Context: an optimization exercise on an open-source flow, tuned for small area, a short achievable clock period and few clock cycles. The choices shown serve that exercise and are no tape-out recipe.
Where RTL was checked, it was by simulation tests only, not by an equivalence proof against the original.
Only the layout flow was run in runs 2, 3, 6 and 7; the RTL was not checked for function there.
No activity file was given, so power comes from the tool's default toggle rates.

==> flow/design.v <==
module ao32 (
    input  [31:0] s,
    input  [31:0] d,
    output        y
);
assign y = |(s & d);
endmodule
module rf_read (
    input  [31:1]      sel,
    input              byp,
    input  [31:0]      bv,
    input  [32*32-1:0] q,       
    output [31:0]      y
);
genvar j, k;
generate
    for (j = 0; j < 32; j = j + 1) begin : b
        wire [31:0] d;
        assign d[0] = bv[j];
        for (k = 1; k < 32; k = k + 1) begin : c
            assign d[k] = q[32*k + j];
        end
        ao32 u (.s({sel, byp}), .d(d), .y(y[j]));
    end
endgenerate
endmodule
module g_nand2 (input a, input b, output y); assign y = ~(a & b); endmodule
module g_nor2  (input a, input b, output y); assign y = ~(a | b); endmodule
module g_and2  (input a, input b, output y); assign y = a & b; endmodule
module g_or2   (input a, input b, output y); assign y = a | b; endmodule
module g_xor2  (input a, input b, output y); assign y = a ^ b; endmodule
module g_inv   (input a, output y); assign y = ~a; endmodule
module g_a21oi (input a1, input a2, input b1, output y); assign y = ~((a1 & a2) | b1); endmodule
module g_o21ai (input a1, input a2, input b1, output y); assign y = ~((a1 | a2) & b1); endmodule
module ks_add #(parameter W = 32) (
    input  [W-1:0] x,
    input  [W-1:0] y,
    input          ci,
    output [W-1:0] s,
    output         co
);
wire [W-1:0] gn0, tn0, p;
wire        g0b, t0b;
genvar i, l;
generate
    for (i = 0; i < W; i = i + 1) begin : pg
        g_xor2 u_p (.a(x[i]), .b(y[i]), .y(p[i]));
        g_nor2 u_t (.a(x[i]), .b(y[i]), .y(tn0[i]));
        if (i > 0) begin : gb
            g_nand2 u_g (.a(x[i]), .b(y[i]), .y(gn0[i]));
        end
    end
endgenerate
g_and2  u_g0 (.a(x[0]), .b(y[0]), .y(g0b));
g_or2   u_t0 (.a(x[0]), .b(y[0]), .y(t0b));
g_a21oi u_c0 (.a1(t0b), .a2(ci), .b1(g0b), .y(gn0[0]));
wire [W-1:0] gv [0:5];
wire [W-1:0] tv [0:5];
assign gv[0] = gn0;
assign tv[0] = tn0;
generate
    for (l = 1; l <= 5; l = l + 1) begin : lv
        localparam integer D = 1 << (l - 1);
        for (i = 0; i < W; i = i + 1) begin : nd
            if (i < D) begin : pass
                g_inv u_i (.a(gv[l-1][i]), .y(gv[l][i]));
                assign tv[l][i] = 1'b0;
            end else if (l % 2 == 1) begin : oai
                g_o21ai u_g (.a1(tv[l-1][i]), .a2(gv[l-1][i-D]), .b1(gv[l-1][i]), .y(gv[l][i]));
                if (i >= 2 * D) begin : t
                    g_nor2 u_t (.a(tv[l-1][i]), .b(tv[l-1][i-D]), .y(tv[l][i]));
                end else begin : tz
                    assign tv[l][i] = 1'b0;
                end
            end else begin : aoi
                g_a21oi u_g (.a1(tv[l-1][i]), .a2(gv[l-1][i-D]), .b1(gv[l-1][i]), .y(gv[l][i]));
                if (i >= 2 * D) begin : t
                    g_nand2 u_t (.a(tv[l-1][i]), .b(tv[l-1][i-D]), .y(tv[l][i]));
                end else begin : tz
                    assign tv[l][i] = 1'b0;
                end
            end
        end
    end
endgenerate
generate
    for (i = 0; i < W; i = i + 1) begin : sm
        if (i == 0) begin : s0
            g_xor2 u_s (.a(p[0]), .b(ci), .y(s[0]));
        end else begin : sn
            g_xor2 u_s (.a(p[i]), .b(gv[5][i-1]), .y(s[i]));
        end
    end
endgenerate
assign co = gv[5][W-1];
endmodule
module g_a22oi (input a1, input a2, input b1, input b2, output y); assign y = ~((a1 & a2) | (b1 & b2)); endmodule
module g_nand4 (input a, input b, input c, input d, output y); assign y = ~(a & b & c & d); endmodule
module g_nor4  (input a, input b, input c, input d, output y); assign y = ~(a | b | c | d); endmodule
module g_xnor2 (input a, input b, output y); assign y = ~(a ^ b); endmodule
module ne32 (
    input  [31:0] a,
    input  [31:0] b,
    output        ne
);
assign ne = (a != b);
endmodule
module mips_core (
    input         clk,
    input         rst,         
    output [31:0] imem_addr,
    input  [31:0] imem_data,
    output [31:0] dmem_addr,
    output [31:0] dmem_wdata,
    output        dmem_we,
    input  [31:0] dmem_rdata
);
reg  [29:0] pc;                  
reg         r1;                  
reg         v2;                  
reg  [31:0] a2, b2;              
reg  [15:0] imm2;
reg         fla2, faa2;          
reg         flb2, fab2;          
reg         imm_sel2, sub2, and2, or2, slt2;
reg         wr2, ld2, st2;
reg         meq2, mne2;          
reg  [4:0]  rd2;
reg  [29:0] alt2;                
reg  [31:0] res3, sd3;
reg  [4:0]  rd3;
reg         wr3, ld3, st3;
reg  [31:0] rf [1:31];
wire [31:0] wbv = ld3 ? dmem_rdata : res3;
wire [31:1] wm;                  
genvar k;
generate
    for (k = 1; k < 32; k = k + 1) begin : w
        assign wm[k] = wr3 & (rd3 == k);
        always @(posedge clk)
            if (wm[k]) rf[k] <= wbv;
    end
endgenerate
assign dmem_addr  = res3;
assign dmem_wdata = sd3;
assign dmem_we    = st3;
wire [31:0] A = fla2 ? dmem_rdata : faa2 ? res3 : a2;
wire [31:0] B = flb2 ? dmem_rdata : fab2 ? res3 : b2;
wire [31:0] Bop = imm_sel2 ? {{16{imm2[15]}}, imm2} : B;
wire [31:0] sum;
wire        cout;
ks_add #(32) u_add (.x(A), .y(Bop ^ {32{sub2}}), .ci(sub2), .s(sum), .co(cout));
wire [31:0] res = slt2 ? {31'd0, ~cout} :
                  and2 ? (A & Bop) :
                  or2  ? (A | Bop) : sum;
wire        ne;
ne32 u_ne (.a(A), .b(B), .ne(ne));
wire        misp = ne ? mne2 : meq2;
always @(posedge clk) begin
    res3 <= res;
    sd3  <= B;
    rd3  <= rd2;
    ld3  <= ld2;
    wr3  <= ~rst & v2 & wr2;
    st3  <= ~rst & v2 & st2;
end
wire [31:0] ins = imem_data;
wire [5:0]  op  = ins[31:26];
wire [4:0]  rs  = ins[25:21];
wire [4:0]  rt  = ins[20:16];
wire [5:0]  fn  = ins[5:0];
wire        off0    = (ins[15:0] == 16'd0);    
wire        is_r    = (op == 6'b000000);
wire        is_addi = (op == 6'b001000);
wire        is_andi = (op == 6'b001100);
wire        is_lw   = (op == 6'b100011);
wire        is_sw   = (op == 6'b101011);
wire        is_beq  = (op == 6'b000100) & ~off0;
wire        is_bne  = (op == 6'b000101) & ~off0;
wire        is_j    = (op == 6'b000010);
wire        f_add = (fn == 6'b100000);
wire        f_sub = (fn == 6'b100010);
wire        f_or  = (fn == 6'b100101);
wire        f_slt = (fn == 6'b101010);
wire [4:0]  dst = is_r ? ins[15:11] : rt;
wire        wr  = (is_r | is_addi | is_andi | is_lw) & (dst != 5'd0);
wire        same = (rs == rt);
wire        pred = (is_beq & (same | ins[15])) | (is_bne & ~same);
wire [29:0] pc1  = pc + 30'd1;
wire [29:0] btgt;
wire        btgt_co;
ks_add #(30) u_btgt (.x(pc), .y({{14{ins[15]}}, ins[15:0]}), .ci(1'b1), .s(btgt), .co(btgt_co));
wire [29:0] jtgt = {pc1[29:26], ins[25:0]};
wire [31:1] sa, sb;
generate
    for (k = 1; k < 32; k = k + 1) begin : s
        assign sa[k] = (rs == k) & ~wm[k];
        assign sb[k] = (rt == k) & ~wm[k];
    end
endgenerate
wire        bya = wr3 & (rd3 == rs);
wire        byb = wr3 & (rd3 == rt);
wire [32*32-1:0] rfq;
generate
    assign rfq[31:0] = 32'd0;
    for (k = 1; k < 32; k = k + 1) begin : q
        assign rfq[32*k +: 32] = rf[k];
    end
endgenerate
wire [31:0] ra, rb;
rf_read u_ra (.sel(sa), .byp(bya), .bv(wbv), .q(rfq), .y(ra));
rf_read u_rb (.sel(sb), .byp(byb), .bv(wbv), .q(rfq), .y(rb));
wire        hit_rs = v2 & wr2 & (rd2 == rs);
wire        hit_rt = v2 & wr2 & (rd2 == rt);
wire        v_next = ~rst & ~r1 & ~misp;
always @(posedge clk) begin
    r1 <= rst;
    if (rst)
        pc <= 30'h3FFFFFFF;
    else if (r1)
        pc <= 30'd0;
    else if (misp)
        pc <= alt2;
    else if (is_j)
        pc <= jtgt;
    else if (pred)
        pc <= btgt;
    else
        pc <= pc1;
    v2       <= v_next;
    a2       <= ra;
    b2       <= rb;
    imm2     <= ins[15:0];
    fla2     <= hit_rs & ld2;
    faa2     <= hit_rs & ~ld2;
    flb2     <= hit_rt & ld2;
    fab2     <= hit_rt & ~ld2;
    imm_sel2 <= ~is_r;
    sub2     <= is_r & (f_sub | f_slt);
    slt2     <= is_r & f_slt;
    or2      <= is_r & f_or;
    and2     <= is_andi | (is_r & ~f_add & ~f_sub & ~f_or & ~f_slt);
    wr2      <= wr;
    rd2      <= dst;
    ld2      <= is_lw;
    st2      <= is_sw;
    meq2     <= v_next & ((is_beq & ~pred) | (is_bne & pred));
    mne2     <= v_next & ((is_beq & pred) | (is_bne & ~pred));
    alt2     <= pred ? pc1 : btgt;
end
assign imem_addr = {pc, 2'b00};
endmodule
==> flow/flow/run.sh <==
#!/bin/bash
set -eo pipefail
extra=$(grep -v '^#' flow/extra_vars | tr '\n' ' ')
bash standard.sh $extra finish > flow_standard.log 2>&1
==> flow/flow/extra_vars <==
SETUP_SLACK_MARGIN=6.5
TNS_END_PERCENT=10
==> flow/standard.sh <==
#!/bin/bash
# synth_recipe.tcl (not shown) runs the flow's synth.tcl, then flattens the netlist and writes it again
# the make line also repeats each setting of config.mk as NAME=value (left out here)
make -C /OpenROAD-flow-scripts/flow DESIGN_CONFIG=/design/flow/config.mk WORK_HOME=/design/flow/orfs CLKGATE_MAP_FILE= SYNTH_SCRIPT=/design/flow/synth_recipe.tcl "${@:-finish}"
==> flow/config.mk <==
export PLATFORM = sky130hd
export DESIGN_NAME = mips_core
export DESIGN_NICKNAME = mips_core
export VERILOG_FILES = /design/flow/design.v
export SDC_FILE = /design/flow/constraint.sdc
export NUM_CORES = 4
export LEC_CHECK = 0
export ABC_CLOCK_PERIOD_IN_PS = 3000
export CAP_MARGIN = 20
export CORE_MARGIN = 2
export CORE_UTILIZATION = 55
export CTS_CLUSTER_DIAMETER = 60
export CTS_CLUSTER_SIZE = 30
export SLEW_MARGIN = 20
export SYNTH_HIERARCHICAL = 1
export SYNTH_MINIMUM_KEEP_SIZE = 0
==> flow/constraint.sdc <==
create_clock -name core_clock -period 10.0 [get_ports {clk}]
set_input_delay 2.0000 -clock core_clock [delete_from_list [all_inputs] [get_ports {clk}]]
set_output_delay 2.0000 -clock core_clock [all_outputs]
set_load 0.01 [all_outputs]
==> results.cfg, run 1 <==
[outcome]
status = complete, no violations

[final_layout]
synthToLayoutAreaGrowth_pct = 21.7
finalNetCount = 4973
regArea_um2 = 34500
multi_input_area_um2 = 23100
design_area_um2 = 67600
drive_above_1_share = 0.256
post-route-util = 0.675
fill_cells = 7179

[route]
dr.first_iter.drc_count = 7540
num_vias = 45410
wirelength_mm = 216
firstDrtPassIters = 8
postRouteAntennaNets = 0
drt-wirelength-per-cell_um = 34.2
route.detailed.drc = 0
routed_via_density = 7.20

[sta]
worst_pin_slew_ps = 1440
clock_skew_ps = 59.0
rsz0062_at_grt = yes
drv_slew = 0
setup_viol = 0
fin_tns_setup_ps = 0
hold_viol_final = 0
whs_ps = 404
layout_min_cycle_time_ps = 3860
fmax_mhz = 259
maxSlewHeadroom = 0.0375
min_period_over_period = 0.386

[floorplan]
dieArea_um2 = 104000
row_count = 116
dieWidth_um = 322
core_um2 = 100000
start_util = 0.554
die_y_um = 322
ioPinCount = 163

[global_routing]
grt_usage = 0.405
grt_pass1_wl_mm = 301
grt_pass1_vias = 42495
grt_max_degree = 65
overflow = 0
grt_antenna_before_repair = 33

[job]
drv_cap = 0

[placement]
hpwl_mm = 132
port_buffers = 160
place_area_um2 = 59700
place_congestion = 0.980

[synthesis]
syn_area_um2 = 55500
yosysWarningCount = 10
syn_area_per_cell_um2 = 12.5
netlist_instances = 4450

[worst_setup_path]
arrival_ps = 4410
critical_path_class = primary input to flip-flop
cp_max_fo = 32
setup.worst_path.start_class = primary input
required_ps = 10550
cp-end-kind = flip-flop

[clock_tree]
cts.sinks = 1225
cts_made_buffers = 102
cts_max_level = 3
cts_buffer_depth = 3
root_buffer = clkbuf_16
cts.clk_slew.worst_paths_ps = 80
clock_latency_ps = 740
cts_tree = done

[power]
power_w = 0.0134
powerDensity_nw_per_um2 = 199
ir_worst_vdd_uv = 190
p_leak_nw = 22.0

[hold_path]
hold_path.class = flip-flop to flip-flop
-- sequential cells by signal (all words and copies together) (netlist names), 5 cells and up --
name  count
a2       32
alt2     30
b2       32
imm2     16
pc       30
rd2       5
rd3       5
res3     32
rf      992
sd3      32
-- critical path, stage by stage --
cell     delay [ps]
buf_2           320
nor2_1          110
nand2_2         190
nor3_2           50
buf_4           340
a22oi_1         270
nand4_1         400
or4_4           700
-- per-layer routing --
| layer | GRT usage | wire [µm] |
|---|---|---|
| met5 | 0 | 130 |
| met4 | 0.175 | 10400 |
| met3 | 0.118 | 29500 |
| met2 | 0.611 | 95400 |
| met1 | 0.547 | 80200 |
-- layout by cell type, fill, tap and decap left out, drive strengths merged, types with 134 or more instances in the layout --
cell       n
inv      144
nor2     312
dfxtp    233
xor2     152
buf      303
a22oi   1025
nand2    233
clkbuf   134
o21ai    236
a21oi    195
edfxtp   992
nand4    273
-- final timing paths --
| kind | slack [ps] | cells after the start | from | endpoint |
|---|---|---|---|---|
| worst max-delay path | 6140 | 8 | imem_data[16] | b2[8]$_DFF_P_ |
| worst min-delay path | 400 | 0 | rd2[3]$_DFF_P_ | rd3[3]$_DFF_P_ |
| worst min register to register | 400 | 0 | rd2[3]$_DFF_P_ | rd3[3]$_DFF_P_ |
| worst max register to register | 6160 | 9 | wr3$_DFF_P_ | b2[25]$_DFF_P_ |
-- layout make-up --
class	instances	share of cell area
Sequential cell	1225	0.511
Multi-Input combinational cell	3028	0.343
Timing Repair Buffer	449	0.0615
Clock buffer	110	0.0390
Tap cell	1298	0.0240
Clock inverter	83	0.0159
Inverter	100	0.00563
Antenna cell	11	0.000407
-- power breakdown --
part | switching, W | internal [W] | leakage (nW)
Combinational | 0.00179 | 0.000795 | 9.30
Sequential | 0.000230 | 0.00626 | 10.9
Clock | 0.00222 | 0.00215 | 1.79
Total | 0.00424 | 0.00920 | 22.0
-- stage by stage --
step | instances | setup slack [ps]
after floorplan | 4452 | 3980
after global placement | 5923 | 4140
after detailed placement | 5923 | 4200
after CTS | 6244 | 6230
after global routing | 6295 | 6140
final | 6304 | 6140
-- what timing repair did --
action                                  in CTS  in global routing
resized for setup                          573                331
cloned                                       6                  0
hold buffers                                 0                  0
endpoints found under the setup margin     255                255
buffers inserted                           122                 49
pin swaps                                  141                138
Testbench counts, summed over its fixed seeds: cycles 35,934.
==> run 2: changes to the inputs <==
--- a/flow/design.v
+++ b/flow/design.v
@@ -1,9 +1,2 @@
-module ao32 (
-    input  [31:0] s,
-    input  [31:0] d,
-    output        y
-);
-assign y = |(s & d);
-endmodule
 module rf_read (
     input  [31:1]      sel,
@@ -16,10 +9,22 @@
 generate
     for (j = 0; j < 32; j = j + 1) begin : b
-        wire [31:0] d;
-        assign d[0] = bv[j];
-        for (k = 1; k < 32; k = k + 1) begin : c
-            assign d[k] = q[32*k + j];
-        end
-        ao32 u (.s({sel, byp}), .d(d), .y(y[j]));
+        wire [15:0] t;
+        wire [3:0]  n4;
+        wire [1:0]  n2;
+        for (k = 0; k < 16; k = k + 1) begin : p
+            if (k < 15) begin : r
+                g_a22oi u (.a1(sel[2*k+1]), .a2(q[32*(2*k+1) + j]),
+                           .b1(sel[2*k+2]), .b2(q[32*(2*k+2) + j]), .y(t[k]));
+            end else begin : l
+                g_a22oi u (.a1(sel[31]), .a2(q[32*31 + j]),
+                           .b1(byp), .b2(bv[j]), .y(t[k]));
+            end
+        end
+        for (k = 0; k < 4; k = k + 1) begin : n
+            g_nand4 u (.a(t[4*k]), .b(t[4*k+1]), .c(t[4*k+2]), .d(t[4*k+3]), .y(n4[k]));
+        end
+        g_nor2  u0 (.a(n4[0]), .b(n4[1]), .y(n2[0]));
+        g_nor2  u1 (.a(n4[2]), .b(n4[3]), .y(n2[1]));
+        g_nand2 u2 (.a(n2[0]), .b(n2[1]), .y(y[j]));
     end
 endgenerate
@@ -104,5 +109,20 @@
     output        ne
 );
-assign ne = (a != b);
+wire [31:0] e;
+wire [7:0]  n4;
+wire [1:0]  z;
+genvar i;
+generate
+    for (i = 0; i < 32; i = i + 1) begin : x
+        g_xnor2 u (.a(a[i]), .b(b[i]), .y(e[i]));
+    end
+    for (i = 0; i < 8; i = i + 1) begin : n
+        g_nand4 u (.a(e[4*i]), .b(e[4*i+1]), .c(e[4*i+2]), .d(e[4*i+3]), .y(n4[i]));
+    end
+    for (i = 0; i < 2; i = i + 1) begin : r
+        g_nor4 u (.a(n4[4*i]), .b(n4[4*i+1]), .c(n4[4*i+2]), .d(n4[4*i+3]), .y(z[i]));
+    end
+endgenerate
+g_nand2 u_ne (.a(z[0]), .b(z[1]), .y(ne));
 endmodule
 module mips_core (
--- a/flow/config.mk
+++ b/flow/config.mk
@@ -9,7 +9,5 @@
 export CAP_MARGIN = 20
 export CORE_MARGIN = 2
-export CORE_UTILIZATION = 55
-export CTS_CLUSTER_DIAMETER = 60
-export CTS_CLUSTER_SIZE = 30
+export CORE_UTILIZATION = 40
 export SLEW_MARGIN = 20
 export SYNTH_HIERARCHICAL = 1
==> results.cfg, run 2 <==
[sta]
worst_pin_slew_ps = 1090
worst_slack_ps = 6020
layout_min_cycle_time_ps = 3980
setup_viol = 0
hold_viol_final = 0
fmax_mhz = 251
rsz0062_at_grt = yes
clock_skew_ps = 32.3
fin_tns_setup_ps = 0
min_period_over_period = 0.398
drv_slew = 0
maxSlewHeadroom = 0.274

[worst_setup_path]
setup.worst_path.start_class = primary input
critical_path_class = primary input to flip-flop
required_ps = 10690
cp_max_fo = 6
arrival_ps = 4670
cp-end-kind = flip-flop

[hold_path]
hold_path.class = flip-flop to flip-flop

[route]
num_vias = 45074
dr.first_iter.drc_count = 4908
firstDrtPassIters = 6
routed_via_density = 6.29
drt-wirelength-per-cell_um = 30.6
wirelength_mm = 219
postRouteAntennaNets = 0
route.detailed.drc = 0

[clock_tree]
cts.sinks = 1225
cts.clk_slew.worst_paths_ps = 70
cts_hold_buffers = 0
cts_tree = done
cts_max_level = 4
cts_made_buffers = 136
clock_latency_ps = 790
cts_buffer_depth = 3
root_buffer = clkbuf_16

[power]
p_leak_nw = 22.7
powerDensity_nw_per_um2 = 193
ir_worst_vdd_uv = 135

[final_layout]
regMostFlops = rf
final_cell_mix = a22oi_2 (1024), edfxtp_1 (992), nor2_1 (333)
synthToLayoutAreaGrowth_pct = 21.3
finalNetCount = 5105
fill_cells = 12993
largest_reg_flops = 992
layout_commonest_cell = a22oi_2
drive_above_1_share = 0.414

[global_routing]
overflow = 0
grt_max_degree = 107
grt_usage = 0.277
grt_antenna_before_repair = 17
grt_pass1_wl_mm = 311
grt_pass1_vias = 44593

[floorplan]
ioPinCount = 163
row_count = 142
dieArea_um2 = 155000
die_y_um = 393
core_um2 = 150000
start_util = 0.404
dieWidth_um = 393

[synthesis]
syn_area_um2 = 60600
yosysWarningCount = 10
netlist_instances = 4578
syn_area_per_cell_um2 = 13.2

[placement]
place_congestion = 0.943
port_buffers = 160
dp_slack_ps = 3800
hpwl_mm = 130

[outcome]
status = complete, no violations

[job]
drv_cap = 0
[run 2: repair_timing]
item | 4_1_cts | 5_1_grt
resized for setup | 583 | 229
setup endpoints to repair | 256 | 255
setup buffers | 95 | 22
pin swaps | 136 | 54
cloned | 4 | 2
[run 2: critical path: stages]
cell and delay (ps):
buf_2 130, a21oi_2 170, inv_2 80, xnor2_2 130
nand4_1 220, nor4_4 580, nand2_2 230, mux2i_4 300
nor2b_4 270, buf_6 180, buf_12 130, nand2b_4 60
o211ai_1 170
[run 2: path summary, 6_finish.rpt]
kind	start	to	slack, ps	depth (start not counted)
setup / recovery	dmem_rdata[19]	pc[28]$_SDFF_PP1_	6020	13
hold reg to reg	rd2[1]$_DFF_P_	rd3[1]$_DFF_P_	400	0
hold / removal	rd2[1]$_DFF_P_	rd3[1]$_DFF_P_	400	0
setup reg to reg	fla2$_DFF_P_	pc[28]$_SDFF_PP1_	6170	14
[run 2: cell type report]
class	count	area (µm²)	share of cell area
sequential	1225	34600	0.470
multi-input combinational	3157	27600	0.376
timing repair buffer	418	3910	0.0531
clock buffer	174	3590	0.0488
tap	2016	2520	0.0343
clock inverter	73	923	0.0126
inverter	100	375	0.00511
antenna	6	15.0	0.000204
[run 2: per-stage QoR]
| stage | instances | hold slack (ps) | util | power, W | instance area (µm²) |
|---|---|---|---|---|---|
| finish | 7169 | 401 | 0.490 | 0.0142 | 73500 |
| global route | 7169 | 403 | 0.490 | 0.0146 | 73500 |
| CTS | 7139 | 402 | 0.483 | 0.0141 | 72600 |
| detailed placement | 6793 | 391 | 0.439 | 0.00883 | 65900 |
| global placement | 6793 | 390 | 0.439 | 0.00880 | 65900 |
| floorplan | 4580 | 367 | - | 0.00772 | 60600 |
[run 2: report_power, final]
group	leakage, nW	internal [W]	switching, W	total [W]
Clock	2.19	0.00300	0.00214	0.00514
Sequential	10.9	0.00626	0.000175	0.00643
Combinational	9.65	0.000791	0.00182	0.00261
Total	22.7	0.0100	0.00414	0.0142
[run 2: per-layer routing]
metal	part of all wire	GRT usage	vias to the layer above
met5	0.000059	0	-
met3	0.082	0.0439	506
met4	0.040	0.115	2
met2	0.47	0.451	2245
met1	0.41	0.368	23098
li1	-	-	19223
==> run 3: changes to the inputs <==
--- a/flow/design.v
+++ b/flow/design.v
@@ -1,2 +1,9 @@
+module ao32 (
+    input  [31:0] s,
+    input  [31:0] d,
+    output        y
+);
+assign y = |(s & d);
+endmodule
 module rf_read (
     input  [31:1]      sel,
@@ -9,22 +16,10 @@
 generate
     for (j = 0; j < 32; j = j + 1) begin : b
-        wire [15:0] t;
-        wire [3:0]  n4;
-        wire [1:0]  n2;
-        for (k = 0; k < 16; k = k + 1) begin : p
-            if (k < 15) begin : r
-                g_a22oi u (.a1(sel[2*k+1]), .a2(q[32*(2*k+1) + j]),
-                           .b1(sel[2*k+2]), .b2(q[32*(2*k+2) + j]), .y(t[k]));
-            end else begin : l
-                g_a22oi u (.a1(sel[31]), .a2(q[32*31 + j]),
-                           .b1(byp), .b2(bv[j]), .y(t[k]));
-            end
-        end
-        for (k = 0; k < 4; k = k + 1) begin : n
-            g_nand4 u (.a(t[4*k]), .b(t[4*k+1]), .c(t[4*k+2]), .d(t[4*k+3]), .y(n4[k]));
-        end
-        g_nor2  u0 (.a(n4[0]), .b(n4[1]), .y(n2[0]));
-        g_nor2  u1 (.a(n4[2]), .b(n4[3]), .y(n2[1]));
-        g_nand2 u2 (.a(n2[0]), .b(n2[1]), .y(y[j]));
+        wire [31:0] d;
+        assign d[0] = bv[j];
+        for (k = 1; k < 32; k = k + 1) begin : c
+            assign d[k] = q[32*k + j];
+        end
+        ao32 u (.s({sel, byp}), .d(d), .y(y[j]));
     end
 endgenerate
@@ -100,7 +95,5 @@
 assign co = gv[5][W-1];
 endmodule
-module g_a22oi (input a1, input a2, input b1, input b2, output y); assign y = ~((a1 & a2) | (b1 & b2)); endmodule
 module g_nand4 (input a, input b, input c, input d, output y); assign y = ~(a & b & c & d); endmodule
-module g_nor4  (input a, input b, input c, input d, output y); assign y = ~(a | b | c | d); endmodule
 module g_xnor2 (input a, input b, output y); assign y = ~(a ^ b); endmodule
 module ne32 (
@@ -110,6 +103,6 @@
 );
 wire [31:0] e;
-wire [7:0]  n4;
-wire [1:0]  z;
+wire [7:0]  d4;
+wire [3:0]  z8;
 genvar i;
 generate
@@ -118,11 +111,11 @@
     end
     for (i = 0; i < 8; i = i + 1) begin : n
-        g_nand4 u (.a(e[4*i]), .b(e[4*i+1]), .c(e[4*i+2]), .d(e[4*i+3]), .y(n4[i]));
-    end
-    for (i = 0; i < 2; i = i + 1) begin : r
-        g_nor4 u (.a(n4[4*i]), .b(n4[4*i+1]), .c(n4[4*i+2]), .d(n4[4*i+3]), .y(z[i]));
-    end
-endgenerate
-g_nand2 u_ne (.a(z[0]), .b(z[1]), .y(ne));
+        g_nand4 u (.a(e[4*i]), .b(e[4*i+1]), .c(e[4*i+2]), .d(e[4*i+3]), .y(d4[i]));
+    end
+    for (i = 0; i < 4; i = i + 1) begin : r
+        g_nor2 u (.a(d4[2*i]), .b(d4[2*i+1]), .y(z8[i]));
+    end
+endgenerate
+g_nand4 u_ne (.a(z8[0]), .b(z8[1]), .c(z8[2]), .d(z8[3]), .y(ne));
 endmodule
 module mips_core (
@@ -145,5 +138,6 @@
 reg         imm_sel2, sub2, and2, or2, slt2;
 reg         wr2, ld2, st2;
-reg         meq2, mne2;          
+reg         bx2;                 
+reg         k2;                  
 reg  [4:0]  rd2;
 reg  [29:0] alt2;                
@@ -176,5 +170,5 @@
 wire        ne;
 ne32 u_ne (.a(A), .b(B), .ne(ne));
-wire        misp = ne ? mne2 : meq2;
+wire        misp = bx2 & (ne ^ k2);
 always @(posedge clk) begin
     res3 <= res;
@@ -206,5 +200,7 @@
 wire        wr  = (is_r | is_addi | is_andi | is_lw) & (dst != 5'd0);
 wire        same = (rs == rt);
-wire        pred = (is_beq & (same | ins[15])) | (is_bne & ~same);
+wire        beq_o   = (op == 6'b000100);
+wire        bne_o   = (op == 6'b000101);
+wire        pred = (beq_o & (same | ins[15])) | (bne_o & ~same);
 wire [29:0] pc1  = pc + 30'd1;
 wire [29:0] btgt;
@@ -265,6 +261,6 @@
     ld2      <= is_lw;
     st2      <= is_sw;
-    meq2     <= v_next & ((is_beq & ~pred) | (is_bne & pred));
-    mne2     <= v_next & ((is_beq & pred) | (is_bne & ~pred));
+    bx2      <= v_next & (is_beq | is_bne);
+    k2       <= beq_o ^ pred;
     alt2     <= pred ? pc1 : btgt;
 end
==> flow/flow/run.sh (replaced) <==
#!/bin/bash
set -eo pipefail
mapfile -t extra < <(grep -v '^#' flow/extra_vars | grep -v '^\s*$')
bash standard.sh "${extra[@]}" finish > flow_standard.log 2>&1
==> flow/flow/extra_vars (replaced) <==
SETUP_SLACK_MARGIN=6.6
TNS_END_PERCENT=10
BUFFER_PORTS_ARGS=-buffer_cell sky130_fd_sc_hd__buf_4
--- a/flow/config.mk
+++ b/flow/config.mk
@@ -9,5 +9,7 @@
 export CAP_MARGIN = 20
 export CORE_MARGIN = 2
-export CORE_UTILIZATION = 40
+export CORE_UTILIZATION = 55
+export CTS_CLUSTER_DIAMETER = 60
+export CTS_CLUSTER_SIZE = 30
 export SLEW_MARGIN = 20
 export SYNTH_HIERARCHICAL = 1
==> results.cfg, run 3 <==
[route]
wirelength_mm = 203
postRouteAntennaNets = 0
drt-wirelength-per-cell_um = 32.4
firstDrtPassIters = 6
dr.first_iter.drc_count = 7280
num_vias = 44494
routed_via_density = 7.13
route.detailed.drc = 0

[clock_tree]
clock_latency_ps = 730
cts_tree = done
root_buffer = clkbuf_16
cts_buffer_depth = 3
cts_made_buffers = 104
cts_hold_buffers = 0
cts_max_level = 3
cts.clk_slew.worst_paths_ps = 80
cts.sinks = 1225

[final_layout]
largest_reg_flops = 992
design_area_um2 = 64800
regMostFlops = rf
layout_commonest_cell = edfxtp_1
finalNetCount = 4849
post-route-util = 0.645
fill_cells = 7759
synthToLayoutAreaGrowth_pct = 15.9
drive_above_1_share = 0.208
final_cell_mix = edfxtp_1 (992), a22oi_1 (960), buf_4 (294)

[hold_path]
hold-path-endpoint = rd3[2]$_DFF_P_
hold_start = rd2[2]$_DFF_P_
hold_depth = 0
hold_path.class = flip-flop to flip-flop

[placement]
place_area_um2 = 59700
place_congestion = 0.988
port_buffers = 160
dp_slack_ps = 4480
hpwl_mm = 129

[synthesis]
syn_area_per_cell_um2 = 12.5
yosysWarningCount = 10
syn_area_um2 = 55900
netlist_instances = 4474

[global_routing]
grt_antenna_before_repair = 40
grt_pass1_vias = 41197
grt_usage = 0.380
grt_pass1_wl_mm = 287
grt_max_degree = 65
overflow = 0

[floorplan]
dieWidth_um = 323
row_count = 116
ioPinCount = 163
start_util = 0.557
die_y_um = 323
dieArea_um2 = 104000
core_um2 = 100000

[worst_setup_path]
crit_chain = buf_8 -> nand2_4 -> o21ai_4 -> xnor2_1 -> nand4_1 -> nor2_2 -> nand4_1 -> xor2_2 -> and3b_2 -> buf_12 -> a211o_1 -> o32ai_2 -> a21oi_1
critical_path_class = primary input to flip-flop
slowest_stage = nand4_1
slowest_delay_ps = 340
rr_worst_depth = 14
crit_buf_inv = 2
cpLargestDelayFamily = simple AND/OR/NAND/NOR gates
setup.worst_path.start_class = primary input
rrSetupSlack_ps = 6020
arrival_ps = 4620
worst_path_most_repeated_cell = nand4_1
rr_startpoint = fab2$_DFF_P_
rr_endpoint = pc[2]$_SDFF_PP1_
required_ps = 10560
cp-end-kind = flip-flop
cp_max_fo = 8

[sta]
hold_viol_final = 0
layout_min_cycle_time_ps = 4060
rsz0062_at_grt = yes
fmax_mhz = 246
fin_tns_setup_ps = 0
drv_slew = 0
worst_slack_ps = 5940
worst_pin_slew_ps = 1120
clock_skew_ps = 31.4
maxSlewHeadroom = 0.252
min_period_over_period = 0.406
setup_viol = 0

[power]
p_leak_nw = 21.0
ir_worst_vdd_uv = 168
powerDensity_nw_per_um2 = 204

[job]
drv_cap = 0

[outcome]
status = complete, no violations
[run 3: layout make-up]
cell class	instances	area, µm²	area share
well taps	1357	1700	0.0262
flip-flops and latches	1225	34500	0.532
clock inverters	88	1090	0.0168
inverters	105	394	0.00608
clock buffers	109	2660	0.0411
multi-input cells	3038	22000	0.340
repair buffers	308	2420	0.0374
diodes	12	30.0	0.000464
[run 3: what timing repair did]
item / in CTS / in global routing
buffers inserted: 24 / 12
setup endpoints to repair: 171 / 189
gates resized for setup: 104 / 136
pin swaps: 35 / 45
cloned: 2 / 0
[run 3: through the flow]
stage          power, W  instances  hold WS (ps)
2_1_floorplan   0.00772       4476           367
3_3_place_gp    0.00870       5995           399
3_5_place_dp    0.00873       5995           395
4_1_cts          0.0131       6218           410
5_1_grt          0.0136       6237           413
6_report         0.0132       6242           413
[run 3: worst max-delay path by stage]
stage / start / endpoint / cells past startpoint
after global routing: dmem_rdata[4] / res3[31]$_SDFF_PP0_ / 15
after detailed placement: dmem_rdata[31] / pc[17]$_SDFF_PP1_ / 13
after floorplan: imem_data[25] / a2[0]$_DFF_P_ / 6
after global placement: dmem_rdata[31] / pc[18]$_SDFF_PP1_ / 13
final: dmem_rdata[21] / pc[2]$_SDFF_PP1_ / 13
after CTS: dmem_rdata[7] / res3[30]$_SDFF_PP0_ / 14
[run 3: worst reg2reg max path, delay by kind of cell (launching register included)]
| kind | cells | cell delay [ps] |
|---|---|---|
| buffers and inverters | 3 | 820 |
| xor gates and xnor gates | 2 | 420 |
| AOI/OAI and AO/OA | 3 | 560 |
| DFF | 1 | 320 |
| and+or+nand+nor | 4 | 1020 |
| muxes | 2 | 700 |
[run 3: per-layer routing]
metal	wire, µm	global-route usage	up-vias
met2	89300	0.564	3180
met4	6840	0.129	20
met1	79500	0.548	21963
met5	141	0	-
met3	26700	0.0906	498
li1	-	-	18833
[run 3: where the power goes]
part / internal, W / total [W] / switching (W)
Sequential: 0.00626 / 0.00647 / 0.000210
Combinational: 0.000662 / 0.00236 / 0.00169
Clock: 0.00218 / 0.00442 / 0.00224
==> run 4: changes to the inputs <==
--- a/flow/design.v
+++ b/flow/design.v
@@ -1,6 +1,6 @@
-module ao32 (
-    input  [31:0] s,
-    input  [31:0] d,
-    output        y
+module ao8 (
+    input  [7:0] s,
+    input  [7:0] d,
+    output       y
 );
 assign y = |(s & d);
@@ -13,13 +13,21 @@
     output [31:0]      y
 );
+wire [31:0] s = {sel, byp};
 genvar j, k;
 generate
     for (j = 0; j < 32; j = j + 1) begin : b
         wire [31:0] d;
+        wire [3:0]  o;
+        wire [1:0]  z;
         assign d[0] = bv[j];
         for (k = 1; k < 32; k = k + 1) begin : c
             assign d[k] = q[32*k + j];
         end
-        ao32 u (.s({sel, byp}), .d(d), .y(y[j]));
+        for (k = 0; k < 4; k = k + 1) begin : g
+            ao8 u (.s(s[8*k +: 8]), .d(d[8*k +: 8]), .y(o[k]));
+        end
+        g_nor2  u0 (.a(o[0]), .b(o[1]), .y(z[0]));
+        g_nor2  u1 (.a(o[2]), .b(o[3]), .y(z[1]));
+        g_nand2 u2 (.a(z[0]), .b(z[1]), .y(y[j]));
     end
 endgenerate
@@ -97,4 +105,5 @@
 module g_nand4 (input a, input b, input c, input d, output y); assign y = ~(a & b & c & d); endmodule
 module g_xnor2 (input a, input b, output y); assign y = ~(a ^ b); endmodule
+module g_a21o  (input a1, input a2, input b1, output y); assign y = (a1 & a2) | b1; endmodule
 module ne32 (
     input  [31:0] a,
@@ -136,5 +145,6 @@
 reg         fla2, faa2;          
 reg         flb2, fab2;          
-reg         imm_sel2, sub2, and2, or2, slt2;
+reg         fly2, fay2;          
+reg         imm_sel2, sub2, and2, or2, slt2, sa2;
 reg         wr2, ld2, st2;
 reg         bx2;                 
@@ -148,5 +158,4 @@
 wire [31:0] wbv = ld3 ? dmem_rdata : res3;
 wire [31:1] wm;                  
-genvar k;
 generate
     for (k = 1; k < 32; k = k + 1) begin : w
@@ -161,11 +170,18 @@
 wire [31:0] A = fla2 ? dmem_rdata : faa2 ? res3 : a2;
 wire [31:0] B = flb2 ? dmem_rdata : fab2 ? res3 : b2;
-wire [31:0] Bop = imm_sel2 ? {{16{imm2[15]}}, imm2} : B;
+wire [31:0] Y = fly2 ? dmem_rdata : fay2 ? res3 :
+                imm_sel2 ? {{16{imm2[15]}}, imm2} : b2;
 wire [31:0] sum;
 wire        cout;
-ks_add #(32) u_add (.x(A), .y(Bop ^ {32{sub2}}), .ci(sub2), .s(sum), .co(cout));
-wire [31:0] res = slt2 ? {31'd0, ~cout} :
-                  and2 ? (A & Bop) :
-                  or2  ? (A | Bop) : sum;
+ks_add #(32) u_add (.x(A), .y(Y ^ {32{sub2}}), .ci(sub2), .s(sum), .co(cout));
+wire [31:0] lg = ({32{and2}} & A & Y) | ({32{or2}} & (A | Y)) |
+                 {31'd0, slt2 & ~cout};
+wire [31:0] res;
+genvar k;
+generate
+    for (k = 0; k < 32; k = k + 1) begin : rs_
+        g_a21o u (.a1(sa2), .a2(sum[k]), .b1(lg[k]), .y(res[k]));
+    end
+endgenerate
 wire        ne;
 ne32 u_ne (.a(A), .b(B), .ne(ne));
@@ -252,5 +268,8 @@
     flb2     <= hit_rt & ld2;
     fab2     <= hit_rt & ~ld2;
+    fly2     <= hit_rt & ld2 & is_r;
+    fay2     <= hit_rt & ~ld2 & is_r;
     imm_sel2 <= ~is_r;
+    sa2      <= (~is_r & ~is_andi) | (is_r & (f_add | f_sub));
     sub2     <= is_r & (f_sub | f_slt);
     slt2     <= is_r & f_slt;
==> results.cfg, run 4 <==
[outcome]
status = complete, no violations

[worst_setup_path]
rr_startpoint = fla2$_DFF_P_
setup.worst_path.start_class = primary input
required_ps = 10620
crit_start = dmem_rdata[31]
cpLargestDelayFamily = simple AND/OR/NAND/NOR gates
arrival_ps = 4310
rrSetupSlack_ps = 6440
cp-end-kind = flip-flop
slowest_stage = nand4_1
cp_max_fo = 10
slowest_delay_ps = 340
crit_chain = buf_8 -> nand2_4 -> o21ai_4 -> xnor2_1 -> nand4_1 -> nor2_2 -> nand4_1 -> xor2_2 -> a21oi_2 -> buf_8 -> buf_12 -> o21ai_0 -> o31ai_1
critical_path_class = primary input to flip-flop
crit_buf_inv = 3

[sta]
maxSlewHeadroom = 0.297
setup_viol = 0
fin_tns_setup_ps = 0
drv_slew = 0
rsz0062_at_grt = yes
clock_skew_ps = 58.9
worst_slack_ps = 6310
fmax_mhz = 271
layout_min_cycle_time_ps = 3690
hold_viol_final = 0
worst_pin_slew_ps = 1050
min_period_over_period = 0.369

[clock_tree]
cts.clk_slew.worst_paths_ps = 80
cts_buffer_depth = 3
cts.sinks = 1228
clock_latency_ps = 740
cts_hold_buffers = 0
cts_made_buffers = 102
root_buffer = clkbuf_16
cts_tree = done
cts_max_level = 3

[hold_path]
hold_start = ld2$_DFF_P_
hold_path.class = flip-flop to flip-flop

[floorplan]
row_count = 117
ioPinCount = 163
dieWidth_um = 324
core_um2 = 102000
die_y_um = 324
start_util = 0.553
dieArea_um2 = 105000

[global_routing]
grt_pass1_wl_mm = 302
grt_pass1_vias = 43754
grt_usage = 0.402
overflow = 0
grt_antenna_before_repair = 5
grt_max_degree = 67

[power]
ir_worst_vdd_uv = 178
powerDensity_nw_per_um2 = 199
p_leak_nw = 22.1

[final_layout]
fill_cells = 7790
finalNetCount = 5175
synthToLayoutAreaGrowth_pct = 19.5
fin_cells = 6569
multi_input_area_um2 = 23100
design_area_um2 = 67200
regMostFlops = rf
drive_above_1_share = 0.213
regArea_um2 = 34500
final_cell_mix = a22oi_1 (1024), edfxtp_1 (992), nor2_1 (347)
largest_reg_flops = 992
layout_commonest_cell = a22oi_1

[route]
drt-wirelength-per-cell_um = 32.9
wirelength_mm = 216
firstDrtPassIters = 7
num_vias = 46846
route.detailed.drc = 0
routed_via_density = 7.13
postRouteAntennaNets = 0
dr.first_iter.drc_count = 7418

[placement]
port_buffers = 160
hpwl_mm = 130
place_area_um2 = 60300
dp_cells = 6261
dp_slack_ps = 4860
place_congestion = 0.967

[synthesis]
syn_area_per_cell_um2 = 12.0
netlist_instances = 4699
syn_area_um2 = 56200
yosysWarningCount = 10

[job]
drv_cap = 0
-- run 4: worst paths after layout --
path,endpoint,cells after the start
setup / recovery,pc[1]$_SDFF_PP1_,13
hold / removal,ld3$_DFF_P_,0
setup reg to reg,pc[1]$_SDFF_PP1_,13
hold reg to reg,ld3$_DFF_P_,0
-- run 4: worst register-to-register path: cells and delay by family (launching register included) --
kind	cells	cell delay [ps]
buffers and inverters	3	990
and+or+nand+nor	4	950
DFF	1	340
xor gates and xnor gates	2	420
AOI/OAI and AO/OA	4	760
-- run 4: layout make-up --
cell class,count,share of cell area
inverter,84,0.00470
multi-input combinational,3281,0.344
timing repair buffer,411,0.0556
clock inverter,85,0.0159
tap,1368,0.0255
clock buffer,109,0.0399
sequential,1228,0.514
antenna,3,0.000112
-- run 4: repair_timing --
item	CTS	global route
hold endpoints to repair	0	0
buffers inserted	40	66
gates resized for setup	334	194
pin swaps	75	69
cloned	3	2
endpoints found under the setup margin	157	175
-- run 4: metal layers --
layer,track usage,vias to the layer above,routed length (µm)
met1,0.540,23230,81100
met2,0.615,3403,96600
met4,0.178,4,10100
met3,0.107,620,28400
li1,-,19589,-
met5,0,-,23
-- run 4: stage by stage --
| stage | util | total power, W | hold WS, ps |
|---|---|---|---|
| 5_1_grt | 0.661 | 0.0137 | 406 |
| 2_1_floorplan | - | 0.00766 | 367 |
| 3_3_place_gp | 0.594 | 0.00876 | 387 |
| 4_1_cts | 0.647 | 0.0132 | 385 |
| 3_5_place_dp | 0.594 | 0.00878 | 389 |
| 6_report | 0.661 | 0.0134 | 399 |
-- run 4: power by group --
group          leakage (nW)  internal [W]  total, W  switching [W]
Clock                  1.81       0.00222   0.00441        0.00219
Sequential             10.9       0.00626   0.00654       0.000276
Combinational          9.34      0.000714   0.00240        0.00169
Testbench counts of run 4, summed over its fixed seeds: cycles 35,934.
==> run 5: changes to the inputs <==
--- a/flow/config.mk
+++ b/flow/config.mk
@@ -10,6 +10,6 @@
 export CORE_MARGIN = 2
 export CORE_UTILIZATION = 55
-export CTS_CLUSTER_DIAMETER = 60
-export CTS_CLUSTER_SIZE = 30
+export CTS_CLUSTER_DIAMETER = 80
+export CTS_CLUSTER_SIZE = 25
 export SLEW_MARGIN = 20
 export SYNTH_HIERARCHICAL = 1
==> results.cfg, run 5 <==
[global_routing]
grt_pass1_wl_mm = 301
overflow = 0
grt_max_degree = 67
grt_pass1_vias = 43525
grt_antenna_before_repair = 10
grt_usage = 0.400

[floorplan]
core_um2 = 102000
row_count = 117
dieWidth_um = 324
start_util = 0.553
die_y_um = 324
ioPinCount = 163
dieArea_um2 = 105000

[synthesis]
syn_area_per_cell_um2 = 12.0
syn_area_um2 = 56200
yosysWarningCount = 10
netlist_instances = 4699

[sta]
layout_min_cycle_time_ps = 3760
worst_slack_ps = 6240
setup_viol = 0
drv_slew = 0
fin_tns_setup_ps = 0
worst_pin_slew_ps = 1170
hold_viol_final = 0
clock_skew_ps = 50.2
maxSlewHeadroom = 0.221
fmax_mhz = 266
rsz0062_at_grt = yes
min_period_over_period = 0.376

[route]
dr_wl_met2_mm = 96.4
highest_layer = met5
num_vias = 46434
firstDrtPassIters = 7
dr.first_iter.drc_count = 7314
routed_via_density = 7.18
met1_length_mm = 80.1
drt-wirelength-per-cell_um = 33.4
wl_met3_mm = 28.7
wirelength_mm = 216
postRouteAntennaNets = 0
route.detailed.drc = 0

[worst_setup_path]
rr_endpoint = pc[29]$_SDFF_PP1_
arrival_ps = 4330
rr_startpoint = fla2$_DFF_P_
critical_path_class = primary input to flip-flop
required_ps = 10570
rrSetupSlack_ps = 6360
cp_max_fo = 8
setup.worst_path.start_class = primary input
rr_worst_depth = 14
cp-end-kind = flip-flop

[placement]
hpwl_mm = 130
port_buffers = 160
dp_slack_ps = 4860
place_congestion = 0.967

[outcome]
status = complete, no violations

[clock_tree]
root_buffer = clkbuf_16
cts.sinks = 1228
cts_max_level = 2
clock_latency_ps = 750
cts_tree = done
cts_made_buffers = 60
cts_hold_buffers = 0
cts_buffer_depth = 3
cts.clk_slew.worst_paths_ps = 100

[hold_path]
hold_path.class = flip-flop to flip-flop
hold_depth = 0
hold_start = ld2$_DFF_P_
hold-path-endpoint = ld3$_DFF_P_

[final_layout]
fill_cells = 8075
final_cell_mix = a22oi_1 (1024), edfxtp_1 (992), nor2_1 (348)
layout_commonest_cell = a22oi_1
largest_reg_flops = 992
finalNetCount = 5106
synthToLayoutAreaGrowth_pct = 15.4
regMostFlops = rf
drive_above_1_share = 0.186

[job]
drv_cap = 0

[power]
power_w = 0.0118
ir_worst_vdd_uv = 183
seqPwrFrac = 0.553
comb_power_share = 0.201
power.share.switching = 0.310
intPower_w = 0.00815
p_leak_nw = 20.9
p_clk_frac = 0.246
powerDensity_nw_per_um2 = 182
p_sw_w = 0.00366
run 5: stage by stage:
stage / instances / hold slack (ps) / instance area [µm²] / util
2_1_floorplan: 4701 / 367 / 56200 / -
3_3_place_gp: 6261 / 387 / 60300 / 0.594
3_5_place_dp: 6261 / 389 / 60300 / 0.594
4_1_cts: 6425 / 401 / 63900 / 0.629
5_1_grt: 6458 / 415 / 64800 / 0.638
6_report: 6466 / 404 / 64800 / 0.638
run 5: critical path, cell delays in order:
cell and delay [ps]:
buf_8 110, nand2_4 60, o21ai_4 70, xnor2_1 240, nand4_1 180, nor2_2 210
nand4_1 340, xor2_2 290, nand2_2 160, nor2_4 70, buf_12 150, a21o_1 170
a31oi_1 180, o31ai_2 90
run 5: cell type report:
cell class | instances | area [µm²] | area share
clock inverter | 20 | 230 | 0.00355
multi-input combinational | 3281 | 22900 | 0.354
clock buffer | 91 | 1630 | 0.0251
tap | 1368 | 1710 | 0.0264
inverter | 84 | 315 | 0.00486
timing repair buffer | 384 | 3460 | 0.0534
sequential | 1228 | 34500 | 0.532
antenna | 10 | 25.0 | 0.000386
run 5: power by group through the flow:
stage / combinational [W] / sequential (W) / clock (W)
after floorplan: 0.00114 / 0.00652 / 0
after CTS: 0.00226 / 0.00652 / 0.00291
after global placement: 0.00213 / 0.00663 / 0
after detailed placement: 0.00215 / 0.00663 / 0
final: 0.00237 / 0.00653 / 0.00290
after global routing: 0.00250 / 0.00654 / 0.00309
run 5: routing by layer:
metal / up-vias / GRT usage
li1: 19395 / -
met1: 23051 / 0.535
met2: 3315 / 0.616
met3: 665 / 0.111
met4: 8 / 0.170
met5: - / 0
run 5: timing repair:
item	CTS	global route
setup endpoints to repair	161	179
buffers inserted	51	28
gates resized for setup	349	153
pin swaps	73	56
gates cloned	2	3
run 5: worst max path at each step:
stage | startpoint | slack [ps] | to
6_report | dmem_rdata[22] | 6240 | pc[29]$_SDFF_PP1_
5_1_grt | dmem_rdata[0] | 6280 | pc[25]$_SDFF_PP1_
4_1_cts | imem_data[17] | 6330 | b2[30]$_DFF_P_
3_5_place_dp | dmem_rdata[23] | 4860 | pc[28]$_SDFF_PP1_
3_3_place_gp | dmem_rdata[31] | 4900 | pc[28]$_SDFF_PP1_
2_1_floorplan | imem_data[16] | 4460 | b2[0]$_DFF_P_
==> run 6: changes to the inputs <==
--- a/flow/design.v
+++ b/flow/design.v
@@ -105,4 +105,5 @@
 module g_nand4 (input a, input b, input c, input d, output y); assign y = ~(a & b & c & d); endmodule
 module g_xnor2 (input a, input b, output y); assign y = ~(a ^ b); endmodule
+module g_mux2  (input a, input b, input s, output y); assign y = s ? b : a; endmodule
 module g_a21o  (input a1, input a2, input b1, output y); assign y = (a1 & a2) | b1; endmodule
 module ne32 (
@@ -246,18 +247,16 @@
 wire        hit_rt = v2 & wr2 & (rd2 == rt);
 wire        v_next = ~rst & ~r1 & ~misp;
+wire [29:0] pc_f  = is_j ? jtgt : pred ? btgt : pc1;
+wire [29:0] pc_eq = rst ? 30'h3FFFFFFF : r1 ? 30'd0 : (bx2 & k2)  ? alt2 : pc_f;
+wire [29:0] pc_ne = rst ? 30'h3FFFFFFF : r1 ? 30'd0 : (bx2 & ~k2) ? alt2 : pc_f;
+wire [29:0] pc_n;
+generate
+    for (k = 0; k < 30; k = k + 1) begin : pm
+        g_mux2 u (.a(pc_eq[k]), .b(pc_ne[k]), .s(ne), .y(pc_n[k]));
+    end
+endgenerate
 always @(posedge clk) begin
     r1 <= rst;
-    if (rst)
-        pc <= 30'h3FFFFFFF;
-    else if (r1)
-        pc <= 30'd0;
-    else if (misp)
-        pc <= alt2;
-    else if (is_j)
-        pc <= jtgt;
-    else if (pred)
-        pc <= btgt;
-    else
-        pc <= pc1;
+    pc <= pc_n;
     v2       <= v_next;
     a2       <= ra;
--- a/flow/config.mk
+++ b/flow/config.mk
@@ -10,6 +10,6 @@
 export CORE_MARGIN = 2
 export CORE_UTILIZATION = 55
-export CTS_CLUSTER_DIAMETER = 80
-export CTS_CLUSTER_SIZE = 25
+export CTS_CLUSTER_DIAMETER = 60
+export CTS_CLUSTER_SIZE = 30
 export SLEW_MARGIN = 20
 export SYNTH_HIERARCHICAL = 1
==> results.cfg, run 6 <==
[power]
comb_power_share = 0.181
power.share.switching = 0.314
p_sw_w = 0.00410
ir_worst_vdd_uv = 181
seqPwrFrac = 0.497
p_leak_nw = 21.8
intPower_w = 0.00897
p_clk_frac = 0.322
powerDensity_nw_per_um2 = 196
power_w = 0.0131

[final_layout]
layout_commonest_cell = a22oi_1
final_cell_mix = a22oi_1 (1024), edfxtp_1 (992), nand2_1 (361)
fin_cells = 6507
largest_reg_flops = 992
finalNetCount = 5105
regMostFlops = rf
post-route-util = 0.646
drive_above_1_share = 0.207
synthToLayoutAreaGrowth_pct = 17.0

[synthesis]
syn_area_um2 = 57000
netlist_instances = 4715
yosysWarningCount = 10
syn_area_per_cell_um2 = 12.1

[sta]
setup_viol = 0
worst_pin_slew_ps = 989
rsz0062_at_grt = yes
fin_tns_setup_ps = 0
hold_viol_final = 0
fmax_mhz = 272
drv_slew = 0
min_period_over_period = 0.367
clock_skew_ps = 46.9
maxSlewHeadroom = 0.341
layout_min_cycle_time_ps = 3670
worst_slack_ps = 6330

[clock_tree]
cts_max_level = 3
root_buffer = clkbuf_16
cts.clk_slew.worst_paths_ps = 80
cts.sinks = 1228
cts_made_buffers = 99
clock_latency_ps = 730
cts_tree = done
cts_buffer_depth = 3

[worst_setup_path]
arrival_ps = 4240
cp-end-kind = flip-flop
worst_path_most_repeated_cell = buf_6
required_ps = 10560
cpLargestDelayFamily = simple AND/OR/NAND/NOR gates
rrSetupSlack_ps = 6480
slowest_stage = nor2_1
rr_worst_depth = 11
setup.worst_path.start_class = primary input
critical_path_class = primary input to flip-flop
crit_chain = buf_6 -> nand2b_2 -> or2_4 -> nor3_4 -> buf_4 -> buf_6 -> a22oi_1 -> nand4_1 -> nor2_1 -> nand2_1
crit_buf_inv = 3
cp_max_fo = 16
slowest_delay_ps = 530
path_depth = 10

[global_routing]
grt_usage = 0.378
grt_pass1_vias = 43446
overflow = 0
grt_pass1_wl_mm = 295
grt_max_degree = 65
grt_antenna_before_repair = 10

[route]
num_vias = 46020
postRouteAntennaNets = 0
wirelength_mm = 209
route.detailed.drc = 0
dr.first_iter.drc_count = 6727
firstDrtPassIters = 8
routed_via_density = 7.07
drt-wirelength-per-cell_um = 32.1

[floorplan]
ioPinCount = 163
dieArea_um2 = 106000
die_y_um = 326
dieWidth_um = 326
row_count = 118
start_util = 0.552
core_um2 = 103000

[hold_path]
hold_depth = 0
hold_path.class = flip-flop to flip-flop

[placement]
place_congestion = 0.987
hpwl_mm = 126
dp_slack_ps = 4860
dp_cells = 6274
port_buffers = 160

[job]
drv_cap = 0

[outcome]
status = complete, no violations
[run 6: changes by cell type in the layout (fill, tap and decap cells not counted), moves of 35 or more]
cell	previous run	this run
a221o_1	1	49
nor2_1	348	272
o31ai_1	41	2
nor2_2	33	91
clkbuf_16	60	103
buf_6	77	42
[run 6: stage by stage]
step | area, µm² | hold WS [ps]
6_report | 66700 | 401
5_1_grt | 66700 | 410
3_5_place_dp | 61000 | 392
2_1_floorplan | 57000 | 367
4_1_cts | 65400 | 391
3_3_place_gp | 61000 | 390
[run 6: layer usage]
layer | vias up | global-route usage | wire length (µm)
met3 | 602 | 0.0818 | 23500
met4 | 8 | 0.155 | 9110
met5 | - | 0 | 56
met1 | 22797 | 0.501 | 79400
li1 | 19559 | - | -
met2 | 3054 | 0.606 | 97100
[run 6: final timing paths]
| check | start | endpoint |
|---|---|---|
| worst max-delay path | imem_data[17] | b2[17]$_DFF_P_ |
| worst min-delay path | ld2$_DFF_P_ | ld3$_DFF_P_ |
| worst max register to register | wr3$_DFF_P_ | b2[17]$_DFF_P_ |
| worst min register to register | ld2$_DFF_P_ | ld3$_DFF_P_ |
[run 6: what timing repair did]
item | CTS | global route
hold buffers | 0 | 0
gates resized for setup | 142 | 310
pin swaps | 46 | 30
gates cloned | 6 | 5
setup endpoints to repair | 181 | 157
setup buffers | 20 | 12
[run 6: area by class of cell]
type / count / area [µm²]
diodes: 2 / 5.00
multi-input cells: 3282 / 23400
clock buffers: 103 / 2510
inverters: 96 / 363
repair buffers: 331 / 3090
clock inverters: 85 / 1020
well taps: 1380 / 1730
flip-flops and latches: 1228 / 34500
fillers: 7963 / 36500
[run 6: power by group through the flow]
stage	combinational (W)	clock (W)	sequential, W
2_1_floorplan	0.00121	0	0.00652
3_3_place_gp	0.00214	0	0.00660
3_5_place_dp	0.00218	0	0.00660
4_1_cts	0.00222	0.00424	0.00648
5_1_grt	0.00250	0.00444	0.00651
6_report	0.00236	0.00421	0.00650
==> run 7: changes to the inputs <==
--- a/flow/design.v
+++ b/flow/design.v
@@ -41,5 +41,5 @@
 module g_a21oi (input a1, input a2, input b1, output y); assign y = ~((a1 & a2) | b1); endmodule
 module g_o21ai (input a1, input a2, input b1, output y); assign y = ~((a1 | a2) & b1); endmodule
-module ks_add #(parameter W = 32) (
+module ks_add #(parameter W = 32, parameter NOCI = 0) (
     input  [W-1:0] x,
     input  [W-1:0] y,
@@ -48,4 +48,5 @@
     output         co
 );
+localparam integer LV = $clog2(W);
 wire [W-1:0] gn0, tn0, p;
 wire        g0b, t0b;
@@ -55,18 +56,20 @@
         g_xor2 u_p (.a(x[i]), .b(y[i]), .y(p[i]));
         g_nor2 u_t (.a(x[i]), .b(y[i]), .y(tn0[i]));
-        if (i > 0) begin : gb
+        if (i > 0 || NOCI) begin : gb
             g_nand2 u_g (.a(x[i]), .b(y[i]), .y(gn0[i]));
         end
     end
-endgenerate
-g_and2  u_g0 (.a(x[0]), .b(y[0]), .y(g0b));
-g_or2   u_t0 (.a(x[0]), .b(y[0]), .y(t0b));
-g_a21oi u_c0 (.a1(t0b), .a2(ci), .b1(g0b), .y(gn0[0]));
-wire [W-1:0] gv [0:5];
-wire [W-1:0] tv [0:5];
+    if (!NOCI) begin : c0
+        g_and2  u_g0 (.a(x[0]), .b(y[0]), .y(g0b));
+        g_or2   u_t0 (.a(x[0]), .b(y[0]), .y(t0b));
+        g_a21oi u_c0 (.a1(t0b), .a2(ci), .b1(g0b), .y(gn0[0]));
+    end
+endgenerate
+wire [W-1:0] gv [0:LV];
+wire [W-1:0] tv [0:LV];
 assign gv[0] = gn0;
 assign tv[0] = tn0;
 generate
-    for (l = 1; l <= 5; l = l + 1) begin : lv
+    for (l = 1; l <= LV; l = l + 1) begin : lv
         localparam integer D = 1 << (l - 1);
         for (i = 0; i < W; i = i + 1) begin : nd
@@ -95,11 +98,21 @@
     for (i = 0; i < W; i = i + 1) begin : sm
         if (i == 0) begin : s0
-            g_xor2 u_s (.a(p[0]), .b(ci), .y(s[0]));
+            if (NOCI) begin : z
+                assign s[0] = p[0];
+            end else begin : c
+                g_xor2 u_s (.a(p[0]), .b(ci), .y(s[0]));
+            end
+        end else if (LV % 2 == 1) begin : sp
+            g_xor2 u_s (.a(p[i]), .b(gv[LV][i-1]), .y(s[i]));
         end else begin : sn
-            g_xor2 u_s (.a(p[i]), .b(gv[5][i-1]), .y(s[i]));
-        end
-    end
-endgenerate
-assign co = gv[5][W-1];
+            g_xnor2 u_s (.a(p[i]), .b(gv[LV][i-1]), .y(s[i]));
+        end
+    end
+    if (LV % 2 == 1) begin : cp
+        assign co = gv[LV][W-1];
+    end else begin : cn
+        g_inv u_co (.a(gv[LV][W-1]), .y(co));
+    end
+endgenerate
 endmodule
 module g_nand4 (input a, input b, input c, input d, output y); assign y = ~(a & b & c & d); endmodule
@@ -222,6 +235,15 @@
 wire [29:0] pc1  = pc + 30'd1;
 wire [29:0] btgt;
-wire        btgt_co;
-ks_add #(30) u_btgt (.x(pc), .y({{14{ins[15]}}, ins[15:0]}), .ci(1'b1), .s(btgt), .co(btgt_co));
+wire        c16;
+ks_add #(16, 1) u_btgt (.x(pc1[15:0]), .y(ins[15:0]), .ci(1'b0), .s(btgt[15:0]), .co(c16));
+wire [13:0] hinc = pc1[29:16] + 14'd1;
+wire [13:0] hdec = pc1[29:16] - 14'd1;
+wire [13:0] hc1  = ins[15] ? pc1[29:16] : hinc;     
+wire [13:0] hc0  = ins[15] ? hdec : pc1[29:16];     
+generate
+    for (k = 0; k < 14; k = k + 1) begin : bh
+        g_mux2 u (.a(hc0[k]), .b(hc1[k]), .s(c16), .y(btgt[16 + k]));
+    end
+endgenerate
 wire [29:0] jtgt = {pc1[29:26], ins[25:0]};
 wire [31:1] sa, sb;
==> results.cfg, run 7 <==
[final_layout]
diodes = 0
finalNetCount = 5046
design_area_um2 = 66000
post-route-util = 0.647
final_cell_mix = a22oi_1 (1024), edfxtp_1 (992), nand2_1 (359)
synthToLayoutAreaGrowth_pct = 16.5
largest_reg_flops = 992
regMostFlops = rf
layout_commonest_cell = a22oi_1
drive_above_1_share = 0.194

[floorplan]
ioPinCount = 163
core_um2 = 102000
row_count = 117
dieArea_um2 = 106000
start_util = 0.555
die_y_um = 325
dieWidth_um = 325

[synthesis]
syn_area_per_cell_um2 = 12.2
yosys.cell_count.top_type = a22oi_1
synth_compound_area_frac = 0.196
synthAdderAreaFrac = 0.000662
synth-simple-area-share = 0.109
synth_top_cells_by_area = edfxtp_1 (53%), a22oi_1 (14%), dfxtp_1 (8.3%)
synth_commonest_cells = a22oi_1 (1024), edfxtp_1 (992), nand2_1 (370), nor2_1 (349), nand4_1 (278)
netlist_instances = 4658
syn_area_um2 = 56700
synthFlopType = edfxtp_1
synth_edf_count = 992
synth_top_family_by_area = compound AO/OA/AOI/OAI gates
yosys.area.top_type_share = 0.526
yosysUniqueCellTypes = 59
synthXorXnorAreaFrac = 0.0363
seq_area_frac_synth = 0.609
yosysWarningCount = 10
async_reset_ff_frac = 0
synth_mux_area_frac = 0.0356
synth_top_area_cell = edfxtp_1
ys_ff_latch = 1228

[clock_tree]
root_buffer = clkbuf_16
cts_max_level = 3
cts.sinks = 1228
clock_latency_ps = 740
cts_made_buffers = 103
cts_buffer_depth = 3
cts.clk_slew.worst_paths_ps = 80
cts_tree = done

[placement]
port_buffers = 160
hpwl_mm = 127
place_area_um2 = 60800
dp_slack_ps = 5010
place_congestion = 0.922

[route]
routed_via_density = 7.15
dr.first_iter.drc_count = 6811
postRouteAntennaNets = 0
firstDrtPassIters = 7
wirelength_mm = 213
drt-wirelength-per-cell_um = 33.1
route.detailed.drc = 0
num_vias = 45998

[outcome]
status = complete, no violations

[worst_setup_path]
cp-end-kind = flip-flop
setup.worst_path.start_class = primary input
worst_path_most_repeated_cell = buf_4
crit_chain = buf_4 -> xor2_1 -> nor4_1 -> and3_1 -> buf_4 -> a22oi_1 -> nand4_1 -> nor2_1 -> nand2_1
required_ps = 10610
cp_max_fo = 32
slowest_delay_ps = 600
crit_buf_inv = 2
rrSetupSlack_ps = 6100
slowest_stage = nor4_1
arrival_ps = 4520
critical_path_class = primary input to flip-flop
cpLargestDelayFamily = simple AND/OR/NAND/NOR gates

[global_routing]
grt_usage = 0.391
grt_max_degree = 82
grt_pass1_vias = 43506
grt_pass1_wl_mm = 301
overflow = 0
grt_antenna_before_repair = 4

[hold_path]
hold_path.class = flip-flop to flip-flop

[sta]
drv_slew = 0
layout_min_cycle_time_ps = 3910
rsz0062_at_grt = yes
worst_pin_slew_ps = 1140
clock_skew_ps = 65.8
maxSlewHeadroom = 0.238
hold_viol_final = 0
fmax_mhz = 256
worst_slack_ps = 6090
fin_tns_setup_ps = 0
setup_viol = 0
min_period_over_period = 0.391

[power]
p_leak_nw = 21.5
powerDensity_nw_per_um2 = 202
ir_worst_vdd_uv = 200

[job]
drv_cap = 0
==> run 7: stage by stage <==
step / instances / hold slack (ps) / total power, W
floorplan: 4659 / 375 / 0.00772
global placement: 6198 / 405 / 0.00879
detailed placement: 6198 / 409 / 0.00881
CTS: 6416 / 436 / 0.0132
global route: 6436 / 438 / 0.0137
finish: 6436 / 425 / 0.0133
==> run 7: per-module statistics from Yosys (local to each module, per instance), a selection <==
module / flip-flops and latches / cell area (µm²)
g_xnor2: 0 / 8.76
g_a21o: 0 / 7.51
g_or2: 0 / 6.26
mips_core: 1228 / 42400
g_nand4: 0 / 6.26
g_xor2: 0 / 8.76
g_a21oi: 0 / 8.76
g_o21ai: 0 / 5.00
g_mux2: 0 / 15.0
g_nor2: 0 / 3.75
g_inv: 0 / 3.75
==> run 7: metal layers <==
layer | global-route usage | up-vias | share of wire
met5 | 0 | - | 0.00014
met4 | 0.162 | 4 | 0.048
met3 | 0.110 | 710 | 0.13
met2 | 0.607 | 3284 | 0.45
met1 | 0.517 | 22632 | 0.37
li1 | - | 19368 | -
==> run 7: path summary, 6_finish.rpt <==
check / endpoint / from / cells past startpoint
worst max-delay path: b2[13]$_DFF_P_ / imem_data[17] / 9
worst min register to register: rd3[2]$_DFF_P_ / rd2[2]$_DFF_P_ / 0
worst max register to register: b2[30]$_DFF_P_ / rd3[3]$_DFF_P_ / 9
worst min-delay path: rd3[2]$_DFF_P_ / rd2[2]$_DFF_P_ / 0
==> run 7: cells by family after synthesis <==
kind of cell	after synthesis
simple gates	1270
other cells	1
flops	1228
buf+inv	196
compound gates	1551
mux	175
fa+ha+maj	3
xor+xnor	234
==> run 7: worst reg2reg max path: cells and delay by family (launching register included) <==
kind	cells	cell delay, ps
compound gates	1	270
simple gates	6	1950
flops	1	620
buf+inv	2	940
==> run 7: cell type report <==
| type | count | area, µm² |
|---|---|---|
| clock buffer | 111 | 2650 |
| clock inverter | 85 | 1070 |
| fill | 7786 | 36000 |
| inverter | 73 | 278 |
| multi-input combinational | 3235 | 22900 |
| tap | 1368 | 1710 |
| timing repair buffer | 336 | 2860 |
| sequential | 1228 | 34600 |
==> run 7: timing repair <==
action,CTS,global route
endpoints found under the setup margin,138,134
resized for setup,143,182
pin swaps,62,24
buffers inserted,21,19
hold buffers,0,0
cloned,1,1
==> run 7: power breakdown <==
| part | internal [W] | switching, W | total [W] | leakage [nW] |
|---|---|---|---|---|
| clock | 0.00219 | 0.00222 | 0.00441 | 1.80 |
| combinational | 0.000712 | 0.00167 | 0.00238 | 8.78 |
| sequential | 0.00626 | 0.000258 | 0.00652 | 10.9 |

==> static timing again, ports no longer ideal <==
The flow's constraints put no driver on any port. The routed layouts listed below were extracted and timed again, unchanged, in two steps. Step 1: set_driving_cell puts a clkbuf_16 on clk and a buf_2 on each other input, an assumption about the parent block. Step 2 moves the port delays by t, midway between the first and last clock arrival at a register: inputs arrive t later, outputs are due t later. That takes back most of the time a late clock gives input paths. a / b / c = no drivers / after step 1 / after step 2; a / b = the first two.
run	t (ns)	setup WS [ns]	hold WS [ns]	latest minus earliest clock arrival (ns)	worst slew at a driven data input, ns
run 1	0.791	6.139 / 6.080 / 5.289	0.404 / 0.404 / 0.404	0.063 / 0.062	0.14
run 2	0.857	6.022 / 6.023 / 5.166	0.401 / 0.401 / 0.401	0.032 / 0.032	0.19
run 3	0.792	5.937 / 5.968 / 5.176	0.413 / 0.413 / 0.413	0.035 / 0.036	0.13
run 4	0.788	6.311 / 6.309 / 5.520	0.399 / 0.399 / 0.399	0.060 / 0.059	0.15
run 5	0.798	6.243 / 6.264 / 5.466	0.404 / 0.404 / 0.404	0.053 / 0.053	0.17
run 6	0.789	6.325 / 6.287 / 5.498	0.401 / 0.401 / 0.401	0.048 / 0.048	0.22
run 7	0.786	6.087 / 6.103 / 5.356	0.425 / 0.425 / 0.425	0.067 / 0.067	0.08
After both steps every run listed still meets setup and hold. The setup slack of run 2, which loses most, moves by +0.001 ns with the drivers and by -0.856 ns with both steps.
